This design comes from an exercise in tuning for small area and a short achievable clock period on the open sky130 flow, not from production work. Function was checked by simulation only, so behaviour that the tests miss may differ from the original. No activity file was given, so power comes from the tool's default toggle rates.

==> flow/design.v, too long to show whole: its modules and the start of the top module <==
// module chip_top: 4007 lines
module chip_top
  ( input          clk_i
  , input          reset_i
  , input          v_i
  , input  [31:0]  a_i
  , input  [31:0]  b_i
  , output         v_o
  , output [63:0]  c_o
  );
  // ...
==> flow/flow/run.sh <==
#!/bin/bash
# Layout flow: the standard ORFS flow, with a cleaner synthesis netlist.
#  2. the same synthesis again with one change: Yosys's pre-mapping 'abc -fast'
#     (in synth's fine step) is skipped (-noabc), so extract_fa maps the
#     RTL's full adders without the inverters abc's restructuring leaves
#     between them.  Everything else (ORFS synth.tcl, synth_recipe.tcl,
#     -nofsm -noshare, flatten, renames, final abc mapping) is unchanged.
#  3. flow/polfix.py removes inverters left between self-dual cells.
#  4. the netlist is used only if its registers (names and cell types) are
#     exactly the standard synthesis's; otherwise the standard one is used.
#  5. bash standard.sh finish for the rest of the layout.
# Each tool's output goes to a log file of its own in this folder.
set -u
R=orfs/results/${FLOW_PLATFORM}/chip_top/base
bash standard.sh synth > 1_synth_standard.log 2>&1 || exit 1
cp $R/1_2_yosys.v $R/1_2_yosys_standard.v

# step 2: same make command as standard.sh, own WORK_HOME and synthesis script
sed '1s/yosys synth -nofsm -noshare /yosys synth -nofsm -noshare -noabc /' synth_recipe.tcl > synth_recipe_noabc.tcl
MK=$(grep -m1 '^make ' standard.sh | sed -e "s#SYNTH_SCRIPT=[^ ]*#SYNTH_SCRIPT=$PWD/synth_recipe_noabc.tcl#" -e "s#WORK_HOME=[^ ]*#WORK_HOME=$PWD/orfs_noabc#" -e 's#"${@:-finish}"#synth#')
echo "$MK" > 1_synth_noabc.cmd
ok=0
if bash -c "$MK" > 1_synth_noabc.log 2>&1; then
  N=orfs_noabc/results/${FLOW_PLATFORM}/chip_top/base/1_2_yosys.v
  if python3 flow/polfix.py $N $R/1_2_yosys_fixed.v > polfix.log 2>&1; then
    python3 - $R/1_2_yosys_standard.v $R/1_2_yosys_fixed.v > regcheck.log 2>&1 <<'PY' && ok=1
import re, sys
def regs(f):
    t = open(f).read()
    return sorted(re.findall(r'\n  (sky130_fd_sc_hd__(?:dfxtp|dfrtp|dfstp|dfbbp|dfrbp|dfxbp|edfxtp|sdf\w*|dl\w*)_\d+)\s+(\S+)', t))
a, b = regs(sys.argv[1]), regs(sys.argv[2])
print('registers: standard %d, new %d' % (len(a), len(b)))
sys.exit(0 if a == b and a else 1)
PY
  fi
fi
if [ $ok = 1 ]; then
  echo "using the -noabc netlist" >> regcheck.log
  cp $R/1_2_yosys_fixed.v $R/1_2_yosys.v
  rm -f $R/1_synth.odb $R/1_synth.sdc
else
  echo "using the standard netlist" >> regcheck.log
fi
bash standard.sh finish > 2_finish.log 2>&1
==> flow/flow/polfix.py <==
#!/usr/bin/env python3
"""Inverter clean-up on a sky130hd gate netlist (yosys write_verilog output).

Full adders, majority and xor3 gates and buffers are self-dual
(f(~x) = ~f(x)), so a cell's polarity can be flipped for free: invert all its
inputs and outputs.  Simple gates can be swapped for their complement
(and2 <-> nand2, ...).  A local search picks polarities that minimise
inverter area (plus the area change of swapped gates); then every inverter
is rebuilt: one per source net that some load needs inverted.
usage: polfix.py in.v out.v
"""
import re, sys, random

LIB = '/OpenROAD-flow-scripts/flow/platforms/sky130hd/lib/sky130_fd_sc_hd__tt_025C_1v80.lib'
INV_AREA = 3.7536

def lib_info():
    txt = open(LIB).read()
    area = {}; outs = {}
    for m in re.finditer(r'\n    cell \("?(sky130_fd_sc_hd__\w+)"?\) \{', txt):
        name = m.group(1)
        end = txt.find('\n    cell (', m.end())
        body = txt[m.end(): end if end > 0 else len(txt)]
        a = re.search(r'area : ([\d.]+)', body)
        area[name] = float(a.group(1)) if a else 0.0
        o = set()
        for pm in re.finditer(r'\n        pin \("?(\w+)"?\) \{(.*?)\n        \}', body, re.S):
            if re.search(r'direction : "?output', pm.group(2)):
                o.add(pm.group(1))
        outs[name] = o
    return area, outs

AREA, OUTS = lib_info()
P = 'sky130_fd_sc_hd__'
SELFDUAL = re.compile(P + r'(fa|maj3|buf|clkbuf)_\d+$')
XORC = re.compile(P + r'(xor2|xnor2|xor3|xnor3)_\d+$')
INV = re.compile(P + r'(inv|clkinv)_\d+$')
COMP = [('and2', 'nand2'), ('or2', 'nor2'), ('and3', 'nand3'), ('or3', 'nor3'), ('and4', 'nand4'),
        ('or4', 'nor4'), ('xor2', 'xnor2'), ('a21o', 'a21oi'), ('o21a', 'o21ai'), ('a22o', 'a22oi'),
        ('o22a', 'o22ai'), ('a211o', 'a211oi'), ('o211a', 'o211ai'), ('a31o', 'a31oi'), ('o31a', 'o31ai'),
        ('a32o', 'a32oi'), ('o32a', 'o32ai'), ('a221o', 'a221oi'), ('o221a', 'o221ai'), ('a2111o', 'a2111oi'),
        ('o2111a', 'o2111ai'), ('xor3', 'xnor3'), ('a311o', 'a311oi'), ('o311a', 'o311ai'), ('a41o', 'a41oi'), ('o41a', 'o41ai'),
        ('a21bo', 'a21boi'), ('o21ba', 'o21bai'), ('mux2', 'mux2i'), ('nor2b', 'or2b'), ('and2b', 'nand2b')]
def comp_of(typ):
    m = re.match(P + r'(\w+?)_(\d+)$', typ)
    if not m:
        return None
    base = m.group(1)
    for x, y in COMP:
        for u, v in ((x, y), (y, x)):
            if base == u:
                for d in (m.group(2), '1', '2', '0', '4'):
                    cand = P + v + '_' + d
                    if cand in AREA:
                        return cand
    return None

src_txt = open(sys.argv[1]).read()
mod_m = re.search(r'module chip_top\((.*?)\);', src_txt, re.S)
ports = set()
for m in re.finditer(r'\n  (input|output)\s+(\[(\d+):(\d+)\]\s+)?(\S+);', src_txt):
    if m.group(2):
        hi, lo = int(m.group(3)), int(m.group(4))
        for i in range(min(hi, lo), max(hi, lo) + 1):
            ports.add('%s[%d]' % (m.group(5), i))
    ports.add(m.group(5))

inst_re = re.compile(r'\n  (sky130_fd_sc_hd__\w+)\s+(\\\S+ |\S+)\s*\((.*?)\n  \);', re.S)
insts = []
for m in inst_re.finditer(src_txt):
    pins = [(p, n.strip()) for p, n in re.findall(r'\.(\w+)\(([^()]*)\)', m.group(3))]
    insts.append([m.group(1), m.group(2), pins])
first = inst_re.search(src_txt).start()
last = max(m.end() for m in inst_re.finditer(src_txt))
head, tail = src_txt[:first], src_txt[last:]
assert 'assign' not in src_txt[first:last]

def key(n):
    return n.replace(' ', '')
driver = {}
for idx, (typ, name, pins) in enumerate(insts):
    for p, n in pins:
        if p in OUTS[typ] and n:
            driver[key(n)] = (idx, p)

# inverters that may be removed: not touching ports
removable = set()
for idx, (typ, name, pins) in enumerate(insts):
    if INV.match(typ):
        d = dict(pins)
        if key(d['Y']) not in ports and key(d['A']) not in ports:
            removable.add(idx)

def resolve(n):
    par = 0
    seen = 0
    while True:
        d = driver.get(key(n))
        if d is None or d[0] not in removable:
            return n, par
        n = dict(insts[d[0]][2])['A']
        par ^= 1
        seen += 1
        assert seen < 100

kind = {}
for idx, (typ, name, pins) in enumerate(insts):
    if idx in removable:
        continue
    if any(key(n) in ports for p, n in pins if p in OUTS[typ]):
        continue   # drives a port: frozen
    if XORC.match(typ):
        kind[idx] = 'xor'
    elif SELFDUAL.match(typ):
        kind[idx] = 'sd'
    elif comp_of(typ):
        kind[idx] = 'comp'

# loads per source net
loads = {}       # src key -> list of [idx, pin_index, parity]
srcname = {}
cell_in = {}     # idx -> list of (srckey, load index)
for idx, (typ, name, pins) in enumerate(insts):
    if idx in removable:
        continue
    for pi, (p, n) in enumerate(pins):
        if p in OUTS[typ] or not n or "'" in n:
            continue
        s, par = resolve(n)
        k = key(s)
        srcname[k] = s
        loads.setdefault(k, []).append([idx, pi, par])
        cell_in.setdefault(idx, []).append((k, len(loads[k]) - 1))
cell_out = {}
for k in loads:
    d = driver.get(k)
    if d is not None:
        cell_out.setdefault(d[0], []).append(k)

x = {idx: 0 for idx in kind}
def xd(k):
    d = driver.get(k)
    return x.get(d[0], 0) if d else 0
def mism(k, ld):
    idx, pi, par = ld
    if kind.get(idx) == 'xor':
        return 0
    r = x.get(idx, 0) if kind.get(idx) == 'sd' else 0
    return par ^ r ^ xd(k)
mm = {k: sum(mism(k, ld) for ld in lds) for k, lds in loads.items()}
def comp_delta(idx):
    typ = insts[idx][0]
    if kind.get(idx) == 'xor':
        return 0.0
    return AREA[comp_of(typ)] - AREA[typ]

def flip_delta(idx):
    changes = {}
    for k in cell_out.get(idx, []):
        changes[k] = sum(1 for ld in loads[k] if kind.get(ld[0]) != 'xor') - mm[k]
    if kind[idx] == 'sd':
        for k, li in cell_in.get(idx, []):
            cur = changes.get(k, mm[k])
            # this load's status flips
            was = mism(k, loads[k][li])
            if k in cell_out.get(idx, []):
                was ^= 1
            changes[k] = cur + (-1 if was else 1)
    d = 0.0
    for k, new in changes.items():
        d += INV_AREA * ((new > 0) - (mm[k] > 0))
    if kind[idx] == 'comp':
        d += comp_delta(idx) * (1 if x[idx] == 0 else -1)
    return d, changes

def cost():
    c = sum(INV_AREA for k in mm if mm[k] > 0)
    c += sum(comp_delta(i) for i in x if x[i] and kind[i] == 'comp')
    return c

random.seed(1)
c0 = cost()
def topo_init():
    # topological initialisation: each self-dual cell follows the polarity its inputs arrive in
    indeg = {}
    succ = {}
    for idx in range(len(insts)):
        if idx in removable:
            continue
        for k, li in cell_in.get(idx, []):
            d = driver.get(k)
            if d is not None and d[0] not in removable:
                succ.setdefault(d[0], []).append(idx)
                indeg[idx] = indeg.get(idx, 0) + 1
    ready = [i for i in range(len(insts)) if i not in removable and indeg.get(i, 0) == 0]
    topo = []
    while ready:
        i = ready.pop()
        topo.append(i)
        for j in succ.get(i, []):
            indeg[j] -= 1
            if indeg[j] == 0:
                ready.append(j)
    for idx in topo:
        if kind.get(idx) == 'sd':
            votes = 0
            for k, li in cell_in.get(idx, []):
                par = loads[k][li][2]
                votes += 1 if (par ^ xd(k)) else -1
            if votes > 0:
                x[idx] = 1

def local_search():
    global mm
    order = list(kind)
    for it in range(50):
        random.shuffle(order)
        improved = 0
        for idx in order:
            d, ch = flip_delta(idx)
            if d < -1e-9 or (d < 1e-9 and random.random() < 0.3 and it < 30):
                x[idx] ^= 1
                for k, v in ch.items():
                    mm[k] = v
                if d < -1e-9:
                    improved += 1
        if not improved and it >= 30:
            break

def search(init_all):
    global mm
    for i in x:
        x[i] = 0
    if init_all:
        for i in x:
            x[i] = 1
    else:
        topo_init()
    mm = {k: sum(mism(k, ld) for ld in lds) for k, lds in loads.items()}
    local_search()
    return cost(), dict(x)

best = None
for init_all in (0, 1):
    random.seed(1)
    c, xs = search(init_all)
    sys.stderr.write('polfix: init %d -> cost %.0f\n' % (init_all, c))
    if best is None or c < best[0]:
        best = (c, xs)
x.update(best[1])
mm = {k: sum(mism(k, ld) for ld in lds) for k, lds in loads.items()}
c1 = cost()
ninv0 = len(removable)

# rebuild
out_insts = []
newwires = []
invnet = {}
cnt = 0
for k, lds in loads.items():
    if mm[k] > 0:
        cnt += 1
        nn = 'polinv_net_%d' % cnt
        invnet[k] = nn
        newwires.append(nn)
        out_insts.append((P + 'inv_1', 'polinv_%d' % cnt, [('A', srcname[k]), ('Y', nn)]))
newpins = {}
for k, lds in loads.items():
    for ld in lds:
        idx, pi, par = ld
        n = invnet[k] if mism(k, ld) else srcname[k]
        newpins[(idx, pi)] = n
ncomp = 0
for idx, (typ, name, pins) in enumerate(insts):
    if idx in removable:
        continue
    pl = []
    for pi, (p, n) in enumerate(pins):
        pl.append((p, newpins.get((idx, pi), n)))
    if kind.get(idx) == 'xor':
        flip = x[idx]
        for k, li in cell_in.get(idx, []):
            flip ^= loads[k][li][2] ^ xd(k)
        pl = []
        for pi, (p, n) in enumerate(pins):
            if (idx, pi) in newpins:
                ks = key(resolve(n)[0])
                n = srcname[ks]
            pl.append((p, n))
        if flip:
            nt = comp_of(typ)
            o_old = list(OUTS[typ])[0]; o_new = list(OUTS[nt])[0]
            pl = [((o_new if p == o_old else p), n) for p, n in pl]
            typ = nt
            ncomp += 1
        out_insts.append((typ, name, pl))
        continue
    if kind.get(idx) == 'comp' and x[idx]:
        nt = comp_of(typ)
        o_old = list(OUTS[typ])[0]; o_new = list(OUTS[nt])[0]
        pl = [((o_new if p == o_old else p), n) for p, n in pl]
        typ = nt
        ncomp += 1
    out_insts.append((typ, name, pl))

def esc(n):
    return n + ' ' if n.startswith('\\') else n
body = []
for typ, name, pl in out_insts:
    body.append('  %s %s (\n%s\n  );' % (typ, name, ',\n'.join('    .%s(%s)' % (p, esc(n)) for p, n in pl)))
head2 = head + ''.join('  wire %s;\n' % w for w in newwires)
open(sys.argv[2], 'w').write(head2 + '\n'.join(body) + tail)
sys.stderr.write('polfix: inverters %d -> %d, complemented gates %d, cost %.0f -> %.0f um2\n' % (ninv0, cnt, ncomp, c0, c1))
==> flow/standard.sh <==
#!/bin/bash
# synth_recipe.tcl (not shown) runs the flow's synth.tcl, then flattens the netlist and writes it again
# the make line also repeats each setting of config.mk as NAME=value (left out here)
make -C /OpenROAD-flow-scripts/flow DESIGN_CONFIG=/design/flow/config.mk WORK_HOME=/design/flow/orfs CLKGATE_MAP_FILE= SYNTH_SCRIPT=/design/flow/synth_recipe.tcl "${@:-finish}"
==> flow/config.mk <==
export PLATFORM = sky130hd
export DESIGN_NAME = chip_top
export DESIGN_NICKNAME = chip_top
export VERILOG_FILES = /design/flow/design.v
export SDC_FILE = /design/flow/constraint.sdc
export NUM_CORES = 4
export LEC_CHECK = 0
export CAP_MARGIN = 20
export CORE_MARGIN = 2
export CORE_UTILIZATION = 40
export SETUP_SLACK_MARGIN = 4.8
export SLEW_MARGIN = 20
==> flow/constraint.sdc <==
create_clock -name core_clock -period 7.5 [get_ports {clk_i}]
set_input_delay 1.5000 -clock core_clock [delete_from_list [all_inputs] [get_ports {clk_i}]]
set_output_delay 1.5000 -clock core_clock [all_outputs]
set_load 0.01 [all_outputs]
==> flow_summary.yaml, run 1 <==
run_status:
  outcome: "complete, no violations"
placement:
  dp_cells: 4145
  gp_congestion: 0.869
  place_area_um2: 37400
setup_path:
  path_max_fanout: 3
  crit_chain: "ha_4 > a211o_1 > a311o_2 > inv_2 > o21a_4 > o21ai_4 > a2111o_4 > clkinv_4 > o31ai_4 > a311o_2 > xor2_1"
  path_buf_inv: 2
  slowest_delay_ns: 0.57
  cp-end-kind: "flip-flop"
  reg2reg_depth: 11
  worstPathArrival_ns: 3.40
  start_kind: "flip-flop"
  cp-endpoint: "c_r[60]$_DFF_P_"
yosys:
  netlist_instances: 3140
clock_network:
  tritoncts: "done"
  clkSinkCount: 578
  holdBufCountCts: 0
floorplanning:
  core_um2: 88200
  dieArea_um2: 91300
  rows: 109
global_route:
  grt_pass1_vias: 26004
  antenna_found_initial: 7
sta:
  slew_viol_final: 0
  tightest_slew_ns: 1.05
  final-hold-violation-count: 0
routing:
  vias: 24973
  wl_per_cell_um: 27.4
  met3_length_mm: 14.4
  wl_met1_mm: 51.0
layout:
  num-nets-final: 3702
  clk_share: 0.0626
  design_area_um2: 40200
  seqAreaFraction: 0.294
  multi_input_comb_cells: 2189
hold_path:
  hp-class: "reg -> reg"
  min_to: "fx_r[63]$_DFF_P_"
  holdPathStages: 0
power:
  switchingPower_w: 0.00930
  p_per_area_nw_per_um2: 532
  pwr-share-comb: 0.564
==> run 2, diff against run 1 <==
--- a/flow/flow/run.sh
+++ b/flow/flow/run.sh
@@ -1,10 +1,11 @@
 #!/bin/bash
 # Layout flow: the standard ORFS flow, with a cleaner synthesis netlist.
 #  2. the same synthesis again with one change: Yosys's pre-mapping 'abc -fast'
-#     (in synth's fine step) is skipped (-noabc), so extract_fa maps the
-#     RTL's full adders without the inverters abc's restructuring leaves
-#     between them.  Everything else (ORFS synth.tcl, synth_recipe.tcl,
-#     -nofsm -noshare, flatten, renames, final abc mapping) is unchanged.
+#     (in synth's fine step) is skipped (-noabc) except on the final adder,
+#     so extract_fa maps the RTL's full adders without the inverters abc's
+#     restructuring leaves between them.  Everything else (ORFS synth.tcl,
+#     synth_recipe.tcl, -nofsm -noshare, flatten, renames, final abc
+#     mapping) is unchanged.
 #  3. flow/polfix.py removes inverters left between self-dual cells.
 #  4. the netlist is used only if its registers (names and cell types) are
 #     exactly the standard synthesis's; otherwise the standard one is used.
@@ -16,7 +17,11 @@
 cp $R/1_2_yosys.v $R/1_2_yosys_standard.v
 
 # step 2: same make command as standard.sh, own WORK_HOME and synthesis script
-sed '1s/yosys synth -nofsm -noshare /yosys synth -nofsm -noshare -noabc /' synth_recipe.tcl > synth_recipe_noabc.tcl
+# own synthesis script: synth_recipe.tcl with its first line (the synth
+# wrapper) replaced; flow/synth_wrap.tcl adds -noabc to synth's fine step
+# and runs 'abc -fast' only on the final adder (the logic between the
+# carry-save registers fx_r/fy_r and prod_n), which maps better that way.
+{ cat flow/synth_wrap.tcl; tail -n +2 synth_recipe.tcl; } > synth_recipe_noabc.tcl
 MK=$(grep -m1 '^make ' standard.sh | sed -e "s#SYNTH_SCRIPT=[^ ]*#SYNTH_SCRIPT=$PWD/synth_recipe_noabc.tcl#" -e "s#WORK_HOME=[^ ]*#WORK_HOME=$PWD/orfs_noabc#" -e 's#"${@:-finish}"#synth#')
 echo "$MK" > 1_synth_noabc.cmd
 ok=0
==> flow/flow/synth_wrap.tcl (new file) <==
proc synth {args} {
  if {[lsearch -exact $args "fine:"] >= 0} {
    yosys synth -nofsm -noshare -noabc {*}$args
    yosys select -set adder w:fx_r w:fy_r %co* w:prod_n %ci* %i
    yosys abc -fast @adder
    yosys opt -fast
  } else {
    yosys synth -nofsm -noshare {*}$args
  }
}
--- a/flow/config.mk
+++ b/flow/config.mk
@@ -5,6 +5,7 @@
 export SDC_FILE = /design/flow/constraint.sdc
 export NUM_CORES = 4
 export LEC_CHECK = 0
+export ABC_AREA = 1
 export CAP_MARGIN = 20
 export CORE_MARGIN = 2
 export CORE_UTILIZATION = 40
==> flow_summary.yaml, run 2 <==
setup_path:
  crit_type: "reg -> reg"
  reg2reg_slack_ns: 4.77
  slowest_delay_ns: 0.73
  path_buf_inv: 1
  cp_common_cell: "fa_1"
  start_kind: "flip-flop"
  path_delay_family: "adder cells"
  slowest_stage: "inv_2"
  worstPathArrival_ns: 3.23
  path_max_fanout: 32
  required_ns: 8.00
  crit_chain: "inv_2 > o22ai_1 > xor2_1 > fa_1 > fa_1"
  cp-end-kind: "flip-flop"
floorplanning:
  dieArea_um2: 95400
  start_util: 0.404
  rows: 111
  core_um2: 91900
  die_h_um: 309
  pin_count: 132
  die_x_um: 309
layout:
  num-nets-final: 4485
  multi_input_area_um2: 23000
  mostFrequentLayoutCells: "nand2_1, dfxtp_1, o22ai_1"
  diodes: 0
  drive_gt1_frac: 0.0887
  fin_util: 0.455
  final_common_cell: "nand2_1"
  area_growth_pct: 12.4
  seq_area_um2: 11600
  top_regs: "c_r: 64 flops, fx_r: 64 flops, fy_r: 61 flops"
  nFillCells: 8770
sta:
  slew_viol_final: 0
  relSlewSlack: 0.319
  tightest_slew_ns: 1.02
  setup_viol: 0
  setup_tns_ns: 0
  finalClockSkew_ns: 0.0276
  rsz0062_at_grt: "true"
  fmax_ghz: 0.366
  min_period_over_period: 0.364
  finalCriticalPeriod_ns: 2.73
  final-hold-violation-count: 0
global_route:
  antenna_found_initial: 6
  grt_usage: 0.267
  grt_pass1_vias: 29516
  grt_max_degree: 47
  grt.overflow.total: 0
  grt_first_pass_wirelength_mm: 188
routing:
  first_pass_iters: 6
  ant_nets: 0
  vias: 28147
  wl_mm: 127
  drc: 0
  wl_per_cell_um: 24.8
  drtIter0Drc: 2828
  viasPerCell: 5.47
clock_network:
  cts_made_buffers: 68
  clk_latency_ns: 0.62
  clock_path_buffers: 3
  clkSinkCount: 578
  holdBufCountCts: 0
  clkTransAtPathRegs_ns: 0.06
  cts_max_level: 3
  cts_root_buf: "clkbuf_16"
  tritoncts: "done"
run_status:
  outcome: "complete, no violations"
yosys:
  synth.cell_area_um2: 37200
  netlist_instances: 3842
  avgSynthCellArea_um2: 9.68
  synth.net_count: 4479
  yosysWarnings: 1
placement:
  io_buffer_count: 131
  hpwl_mm: 82.6
  gp_congestion: 0.899
power:
  worst_ir_drop_vdd_mv: 0.408
  p_per_area_nw_per_um2: 513
  leakagePower_nw: 18.5
flow_run:
  drv_cap: 0
hold_path:
  hp-class: "reg -> reg"
run 2: stage by stage:
stage	setup WS (ns)	hold slack, ns	instances	area, um2	total power, W
5_1_grt	4.78	0.327	5145	41800	0.0230
3_3_place_gp	4.54	0.313	5017	39500	0.0177
6_report	4.77	0.326	5145	41800	0.0214
3_5_place_dp	4.51	0.312	5017	39500	0.0178
2_1_floorplan	5.20	0.310	3842	37200	0.0125
4_1_cts	4.73	0.325	5145	41800	0.0212
run 2: power by group:
group | switching (W) | leakage, nW | internal (W) | total [W]
Clock | 0.00139 | 1.10 | 0.00199 | 0.00338
Combinational | 0.00792 | 12.5 | 0.00493 | 0.0129
Sequential | 0.000596 | 4.87 | 0.00460 | 0.00520
Total | 0.00991 | 18.5 | 0.0115 | 0.0214
run 2: path summary, 6_finish.rpt:
kind,from,end,depth (start not counted)
setup / recovery,a_r[17]$_DFF_P_,r1_1319$_DFF_P_,5
hold / removal,r1_1198$_DFF_P_,fy_r[0]$_DFF_P_,0
setup reg to reg,a_r[17]$_DFF_P_,r1_1319$_DFF_P_,5
hold reg to reg,r1_1198$_DFF_P_,fy_r[0]$_DFF_P_,0
run 2: routing by layer:
layer,GRT usage,vias up,part of all wire
li1,-,12252,-
met1,0.339,13588,0.40
met2,0.410,1846,0.43
met3,0.0811,455,0.12
met4,0.143,6,0.053
met5,0,-,0.00035
run 2: timing repair:
action / CTS / global route
setup endpoints to repair: 170 / 70
setup buffers: 4 / 0
resized for setup: 176 / 47
pin swaps: 0 / 0
run 2: final cells by class:
cell class              count  share of cell area
clock buffers              94              0.0460
clock inverters            30             0.00811
inverters                 418              0.0390
multi-input cells        2587               0.550
flip-flops and latches    578               0.277
well taps                1243              0.0372
repair buffers            195              0.0420
==> run 3, diff against run 2 <==
==> flow/flow/run.sh (replaced) <==
#!/bin/bash
# Standard ORFS flow with one extra step after synthesis: flow/polfix.py
# removes inverters between full adders (and other self-dual cells) by
# choosing each cell's polarity; registers are not touched.
set -e
cp standard.sh standard.sh.txt 2>/dev/null || true
bash standard.sh synth > 1_synth_std.log 2>&1
R=orfs/results/${FLOW_PLATFORM}/chip_top/base
cp $R/1_2_yosys.v $R/1_2_yosys_std.v
python3 flow/polfix.py $R/1_2_yosys_std.v $R/1_2_yosys.v > polfix.log 2>&1
rm -f $R/1_synth.odb $R/1_synth.sdc
bash standard.sh finish > 2_finish_std.log 2>&1
--- a/flow/config.mk
+++ b/flow/config.mk
@@ -5,7 +5,6 @@
 export SDC_FILE = /design/flow/constraint.sdc
 export NUM_CORES = 4
 export LEC_CHECK = 0
-export ABC_AREA = 1
 export CAP_MARGIN = 20
 export CORE_MARGIN = 2
 export CORE_UTILIZATION = 40
removed: flow/flow/synth_wrap.tcl
==> flow_summary.yaml, run 3 <==
run_status:
  outcome: "complete, no violations"
layout:
  area_growth_pct: 14.8
  top_regs: "c_r: 64 flops, fx_r: 64 flops, fy_r: 61 flops"
  final_common_cell: "a22oi_1"
  nFillCells: 7955
  layout.cells.non_filler: 4393
  num-nets-final: 3801
  mostFrequentLayoutCells: "a22oi_1, dfxtp_1, fa_1"
  drive_gt1_frac: 0.138
floorplanning:
  dieArea_um2: 91800
  die_h_um: 303
  rows: 109
  core_um2: 88500
  start_util: 0.404
  die_x_um: 303
  pin_count: 132
clock_network:
  clkTransAtPathRegs_ns: 0.06
  cts_made_buffers: 67
  clock_path_buffers: 3
  tritoncts: "done"
  cts_root_buf: "clkbuf_16"
  cts_max_level: 3
  clkSinkCount: 578
  clk_latency_ns: 0.64
yosys:
  avgSynthCellArea_um2: 11.1
  synth.cell_area_um2: 35700
  synth.net_count: 3837
  netlist_instances: 3207
  yosysWarnings: 1
setup_path:
  path_buf_inv: 1
  reg2reg_slack_ns: 4.65
  required_ns: 8.00
  reg2reg_from: "fy_r[11]$_DFF_P_"
  cp-end-kind: "flip-flop"
  worstReg2RegEnd: "c_r[62]$_DFF_P_"
  slowest_stage: "or4_4"
  crit_type: "reg -> reg"
  crit_chain: "ha_4 > nand2_2 > or3_4 > buf_6 > or4_4 > nand4_1 > a211o_1 > nand2b_1 > o41a_2 > xnor2_1"
  slowest_delay_ns: 0.58
  path_delay_family: "simple AND/OR/NAND/NOR gates"
  reg2reg_depth: 10
  start_kind: "flip-flop"
  crit_cells: 10
  worstPathArrival_ns: 3.36
  path_max_fanout: 3
routing:
  ant_nets: 0
  drtIter0Drc: 2794
  drc: 0
  wl_per_cell_um: 27.5
  wl_mm: 121
  vias: 25486
  viasPerCell: 5.80
  first_pass_iters: 23
sta:
  min_period_over_period: 0.381
  rsz0062_at_grt: "true"
  final-hold-violation-count: 0
  slew_viol_final: 0
  tightest_slew_ns: 0.997
  setup_tns_ns: 0
  finalCriticalPeriod_ns: 2.85
  relSlewSlack: 0.335
  setup_viol: 0
  fmax_ghz: 0.350
  finalClockSkew_ns: 0.0395
global_route:
  grt_first_pass_wirelength_mm: 178
  grt_pass1_vias: 26303
  grt.overflow.total: 0
  antenna_found_initial: 4
  grt_max_degree: 66
  grt_usage: 0.264
hold_path:
  hp-class: "reg -> reg"
  holdPathStages: 0
  min_to: "fx_r[63]$_DFF_P_"
  worstHoldStart: "r1_1500$_DFF_P_"
power:
  worst_ir_drop_vdd_mv: 0.216
  p_per_area_nw_per_um2: 511
  leakagePower_nw: 16.0
flow_run:
  drv_cap: 0
placement:
  io_buffer_count: 131
  gp_congestion: 0.895
  hpwl_mm: 74.1
  dp_cells: 4221
run 3: cell count changes in the layout (fill, tap and decap cells not counted), moves of 30 or more:
cell     before  now
inv_1       380  166
ha_1         89   59
o21ai_0       6   44
xnor2_1      82  334
nand2_1     597  104
dfxtp_4       0   61
buf_2         7   44
xor2_1      480  272
nor2_1      121   34
o22ai_1     496    1
dfxtp_1     560  486
nand3_1      45   11
a22oi_1       0  496
run 3: layout make-up:
cell class,instances,area (um2),share of cell area
well taps,1165,1460,0.0355
repair buffers,200,1670,0.0406
clock inverters,39,499,0.0122
clock buffers,82,1870,0.0455
inverters,172,664,0.0162
flip-flops and latches,578,11800,0.289
diodes,5,12.5,0.000305
multi-input cells,2152,23000,0.561
run 3: how the worst max path moves through the flow:
stage	from	endpoint	slack, ns
finish	fy_r[11]$_DFF_P_	c_r[62]$_DFF_P_	4.65
global route	fy_r[11]$_DFF_P_	c_r[48]$_DFF_P_	4.58
CTS	fy_r[9]$_DFF_P_	c_r[62]$_DFF_P_	4.66
detailed placement	fx_r[11]$_DFF_P_	c_r[59]$_DFF_P_	3.99
global placement	fx_r[11]$_DFF_P_	c_r[59]$_DFF_P_	3.96
floorplan	fx_r[32]$_DFF_P_	c_r[62]$_DFF_P_	4.80
run 3: where the power goes:
group          switching [W]  internal (W)  total, W
sequential           0.00104       0.00465   0.00569
clock                0.00141       0.00210   0.00351
combinational        0.00657       0.00518    0.0117
run 3: per-stage QoR:
| step | power (W) | instance area (um2) | worst slack [ns] | util | hold WS [ns] |
|---|---|---|---|---|---|
| 3_3_place_gp | 0.0165 | 37600 | 3.96 | 0.425 | 0.310 |
| 5_1_grt | 0.0227 | 41000 | 4.58 | 0.463 | 0.329 |
| 2_1_floorplan | 0.0122 | 35700 | 4.80 | - | 0.310 |
| 6_report | 0.0209 | 41000 | 4.65 | 0.464 | 0.323 |
| 3_5_place_dp | 0.0166 | 37600 | 3.99 | 0.425 | 0.312 |
| 4_1_cts | 0.0206 | 40600 | 4.66 | 0.459 | 0.324 |
run 3: repair_timing:
action                     4_1_cts  5_1_grt
setup endpoints to repair      234       89
hold buffers                     0        0
gates resized for setup        370       93
pin swaps                       37       26
buffers inserted                37        9
run 3: routing by layer:
layer | share of wire | vias up | global-route usage
met1 | 0.42 | 12692 | 0.370
met4 | 0.041 | 4 | 0.112
met5 | 0.00022 | - | 0
met2 | 0.41 | 1768 | 0.369
li1 | - | 10676 | -
met3 | 0.13 | 346 | 0.0920
==> run 4, diff against run 3 <==
--- a/flow/flow/polfix.py
+++ b/flow/flow/polfix.py
@@ -32,14 +32,13 @@
 
 AREA, OUTS = lib_info()
 P = 'sky130_fd_sc_hd__'
-SELFDUAL = re.compile(P + r'(fa|maj3|buf|clkbuf)_\d+$')
-XORC = re.compile(P + r'(xor2|xnor2|xor3|xnor3)_\d+$')
+SELFDUAL = re.compile(P + r'(fa|maj3|xor3|xnor3|buf|clkbuf)_\d+$')
 INV = re.compile(P + r'(inv|clkinv)_\d+$')
 COMP = [('and2', 'nand2'), ('or2', 'nor2'), ('and3', 'nand3'), ('or3', 'nor3'), ('and4', 'nand4'),
         ('or4', 'nor4'), ('xor2', 'xnor2'), ('a21o', 'a21oi'), ('o21a', 'o21ai'), ('a22o', 'a22oi'),
         ('o22a', 'o22ai'), ('a211o', 'a211oi'), ('o211a', 'o211ai'), ('a31o', 'a31oi'), ('o31a', 'o31ai'),
         ('a32o', 'a32oi'), ('o32a', 'o32ai'), ('a221o', 'a221oi'), ('o221a', 'o221ai'), ('a2111o', 'a2111oi'),
-        ('o2111a', 'o2111ai'), ('xor3', 'xnor3'), ('a311o', 'a311oi'), ('o311a', 'o311ai'), ('a41o', 'a41oi'), ('o41a', 'o41ai'),
+        ('o2111a', 'o2111ai'), ('a311o', 'a311oi'), ('o311a', 'o311ai'), ('a41o', 'a41oi'), ('o41a', 'o41ai'),
         ('a21bo', 'a21boi'), ('o21ba', 'o21bai'), ('mux2', 'mux2i'), ('nor2b', 'or2b'), ('and2b', 'nand2b')]
 def comp_of(typ):
     m = re.match(P + r'(\w+?)_(\d+)$', typ)
@@ -109,9 +108,7 @@
         continue
     if any(key(n) in ports for p, n in pins if p in OUTS[typ]):
         continue   # drives a port: frozen
-    if XORC.match(typ):
-        kind[idx] = 'xor'
-    elif SELFDUAL.match(typ):
+    if SELFDUAL.match(typ):
         kind[idx] = 'sd'
     elif comp_of(typ):
         kind[idx] = 'comp'
@@ -143,21 +140,17 @@
     return x.get(d[0], 0) if d else 0
 def mism(k, ld):
     idx, pi, par = ld
-    if kind.get(idx) == 'xor':
-        return 0
     r = x.get(idx, 0) if kind.get(idx) == 'sd' else 0
     return par ^ r ^ xd(k)
 mm = {k: sum(mism(k, ld) for ld in lds) for k, lds in loads.items()}
 def comp_delta(idx):
     typ = insts[idx][0]
-    if kind.get(idx) == 'xor':
-        return 0.0
     return AREA[comp_of(typ)] - AREA[typ]
 
 def flip_delta(idx):
     changes = {}
     for k in cell_out.get(idx, []):
-        changes[k] = sum(1 for ld in loads[k] if kind.get(ld[0]) != 'xor') - mm[k]
+        changes[k] = len(loads[k]) - mm[k]
     if kind[idx] == 'sd':
         for k, li in cell_in.get(idx, []):
             cur = changes.get(k, mm[k])
@@ -277,24 +270,6 @@
     pl = []
     for pi, (p, n) in enumerate(pins):
         pl.append((p, newpins.get((idx, pi), n)))
-    if kind.get(idx) == 'xor':
-        flip = x[idx]
-        for k, li in cell_in.get(idx, []):
-            flip ^= loads[k][li][2] ^ xd(k)
-        pl = []
-        for pi, (p, n) in enumerate(pins):
-            if (idx, pi) in newpins:
-                ks = key(resolve(n)[0])
-                n = srcname[ks]
-            pl.append((p, n))
-        if flip:
-            nt = comp_of(typ)
-            o_old = list(OUTS[typ])[0]; o_new = list(OUTS[nt])[0]
-            pl = [((o_new if p == o_old else p), n) for p, n in pl]
-            typ = nt
-            ncomp += 1
-        out_insts.append((typ, name, pl))
-        continue
     if kind.get(idx) == 'comp' and x[idx]:
         nt = comp_of(typ)
         o_old = list(OUTS[typ])[0]; o_new = list(OUTS[nt])[0]
--- a/flow/config.mk
+++ b/flow/config.mk
@@ -5,6 +5,7 @@
 export SDC_FILE = /design/flow/constraint.sdc
 export NUM_CORES = 4
 export LEC_CHECK = 0
+export ABC_AREA = 1
 export CAP_MARGIN = 20
 export CORE_MARGIN = 2
 export CORE_UTILIZATION = 40
==> flow_summary.yaml, run 4 <==
setup_path:
  path_max_fanout: 1
  required_ns: 6.00
  slowest_stage: "dfxtp_1"
  path_buf_inv: 1
  slowest_delay_ns: 0.31
  path_delay_family: "flip-flops"
  crit_chain: "clkdlybuf4s15_1"
  start_kind: "flip-flop"
  worstPathArrival_ns: 1.16
  crit_type: "reg -> out"
  cp-end-kind: "output pin"
  reg2reg_slack_ns: 4.85
layout:
  layout.cells.non_filler: 5308
  mostFrequentLayoutCells: "nand2_1, dfxtp_1, xor2_1"
  final_common_cell: "nand2_1"
  drive_gt1_frac: 0.0942
  diodes: 0
  top_regs: "c_r: 64 flops, fx_r: 64 flops, fy_r: 61 flops"
  area_growth_pct: 13.6
  fin_util: 0.458
  design_area_um2: 42600
  num-nets-final: 4635
clock_network:
  holdBufCountCts: 0
  cts_made_buffers: 68
  clkTransAtPathRegs_ns: 0.06
  cts_root_buf: "clkbuf_16"
  tritoncts: "done"
  cts_max_level: 3
  clock_path_buffers: 3
  clk_latency_ns: 0.63
  clkSinkCount: 578
sta:
  fmax_ghz: 0.376
  relSlewSlack: 0.336
  slew_viol_final: 0
  rsz0062_at_grt: "false"
  finalCriticalPeriod_ns: 2.66
  setup_tns_ns: 0
  setup_viol: 0
  min_period_over_period: 0.354
  tightest_slew_ns: 0.995
  finalClockSkew_ns: 0.0265
  final-hold-violation-count: 0
power:
  leakagePower_nw: 19.3
  worst_ir_drop_vdd_mv: 0.406
  switchingPower_w: 0.0101
  clkPwrFrac: 0.161
  seqPwrFrac: 0.238
  pwr-share-comb: 0.600
  p_per_area_nw_per_um2: 514
  switching_share: 0.464
  p_int_w: 0.0117
  report.power.total_w: 0.0219
yosys:
  synth.net_count: 4581
  synth.cell_area_um2: 37500
  netlist_instances: 3951
  yosysWarnings: 1
  avgSynthCellArea_um2: 9.49
routing:
  vias: 28326
  ant_nets: 0
  top_layer_used: "met5"
  viasPerCell: 5.34
  wl_met1_mm: 50.1
  met3_length_mm: 14.7
  wl_mm: 127
  drc: 0
  wl_met2_mm: 55.8
  first_pass_iters: 6
  wl_per_cell_um: 24.0
  drtIter0Drc: 3029
floorplanning:
  pin_count: 132
  die_h_um: 310
  rows: 112
  start_util: 0.403
  die_x_um: 310
  core_um2: 93000
  dieArea_um2: 96200
placement:
  dp_cells: 5157
  gp_congestion: 0.948
  io_buffer_count: 131
  place_area_um2: 39900
  hpwl_mm: 88.4
global_route:
  grt.overflow.total: 0
  antenna_found_initial: 4
  grt_pass1_vias: 29452
  grt_max_degree: 51
  grt_usage: 0.267
  grt_first_pass_wirelength_mm: 189
flow_run:
  drv_cap: 0
run_status:
  outcome: "complete, no violations"
hold_path:
  hp-class: "reg -> reg"
-- run 4: cell count changes in the layout (fill, tap and decap cells not counted), moves of 265 or more --
cell / delta
o22ai_1: +495
xor2_1: +265
nand2_1: +502
inv_1: +324
xnor2_1: -308
a22oi_1: -496
-- run 4: cell type report --
cell class,count,area [um2]
sequential,578,11600
multi-input combinational,2591,22900
tap,1254,1570
fill,8872,50500
inverter,535,2100
clock buffer,88,1950
clock inverter,31,427
timing repair buffer,231,2040
-- run 4: what timing repair did --
action,CTS,global route
endpoints found under the setup margin,213,77
gates resized for setup,193,52
buffers inserted,26,6
cloned,0,0
-- run 4: per-layer routing --
metal,up-vias,track usage
li1,12595,-
met1,13628,0.342
met2,1703,0.410
met3,396,0.0800
met4,4,0.136
met5,-,0
-- run 4: power groups by stage --
stage	clock network, W	logic, W	registers [W]
CTS	0.00359	0.0129	0.00522
finish	0.00353	0.0131	0.00522
detailed placement	0	0.0129	0.00528
global placement	0	0.0127	0.00527
global route	0.00371	0.0145	0.00532
floorplan	0	0.00748	0.00516
-- run 4: final timing paths --
kind / startpoint / endpoint / depth (start not counted)
worst min register to register: r1_1198$_DFF_P_ / fy_r[0]$_DFF_P_ / 0
worst min-delay path: r1_1198$_DFF_P_ / fy_r[0]$_DFF_P_ / 0
worst max register to register: neg2$_DFF_P_ / r1_1237$_DFF_P_ / 6
worst max-delay path: c_r[6]$_DFF_P_ / c_o[6] / 1
-- run 4: worst register-to-register path, stage by stage (launching register included) --
cell     delay, ns
dfxtp_1       0.32
buf_6         0.38
inv_1         0.46
xor2_1        0.29
fa_1          0.55
fa_1          0.51
inv_1         0.04
-- run 4: through the flow --
| step | hold slack, ns | setup slack, ns |
|---|---|---|
| 3_3_place_gp | 0.310 | 4.55 |
| 5_1_grt | 0.331 | 4.80 |
| 6_report | 0.325 | 4.84 |
| 2_1_floorplan | 0.310 | 5.13 |
| 3_5_place_dp | 0.312 | 4.51 |
| 4_1_cts | 0.326 | 4.71 |

-- what the ideal ports hide --
No port has a modelled driver above. Below, the same layouts with a new extraction and two added sets of constraints. Step 1, drivers: a clkbuf_16 drives clk_i and a buf_2 each remaining input, both assumed. Step 2 moves the port delays by t, midway between the first and last clock arrival at a register: inputs arrive t later, outputs are due t later. That takes back most of the time a late clock gives input paths. a / b / c = no drivers / after step 1 / after step 2; a / b = the first two.
run | shift t [ns] | setup WS [ns] | hold slack, ns | worst slew at a driven data input, ns
run 1 | 0.698 | 4.615 / 4.615 / 4.615 | 0.327 / 0.327 / 0.327 | 0.04
run 2 | 0.680 | 4.770 / 4.770 / 4.729 | 0.326 / 0.326 / 0.326 | 0.08
run 3 | 0.689 | 4.646 / 4.646 / 4.646 | 0.323 / 0.323 / 0.323 | 0.04
run 4 | 0.685 | 4.843 / 4.779 / 4.721 | 0.325 / 0.325 / 0.325 | 0.05
After both steps every run listed still meets setup and hold. For run 4, which loses most, drivers alone change the setup slack by -0.064 ns; drivers and shift together by -0.122 ns.
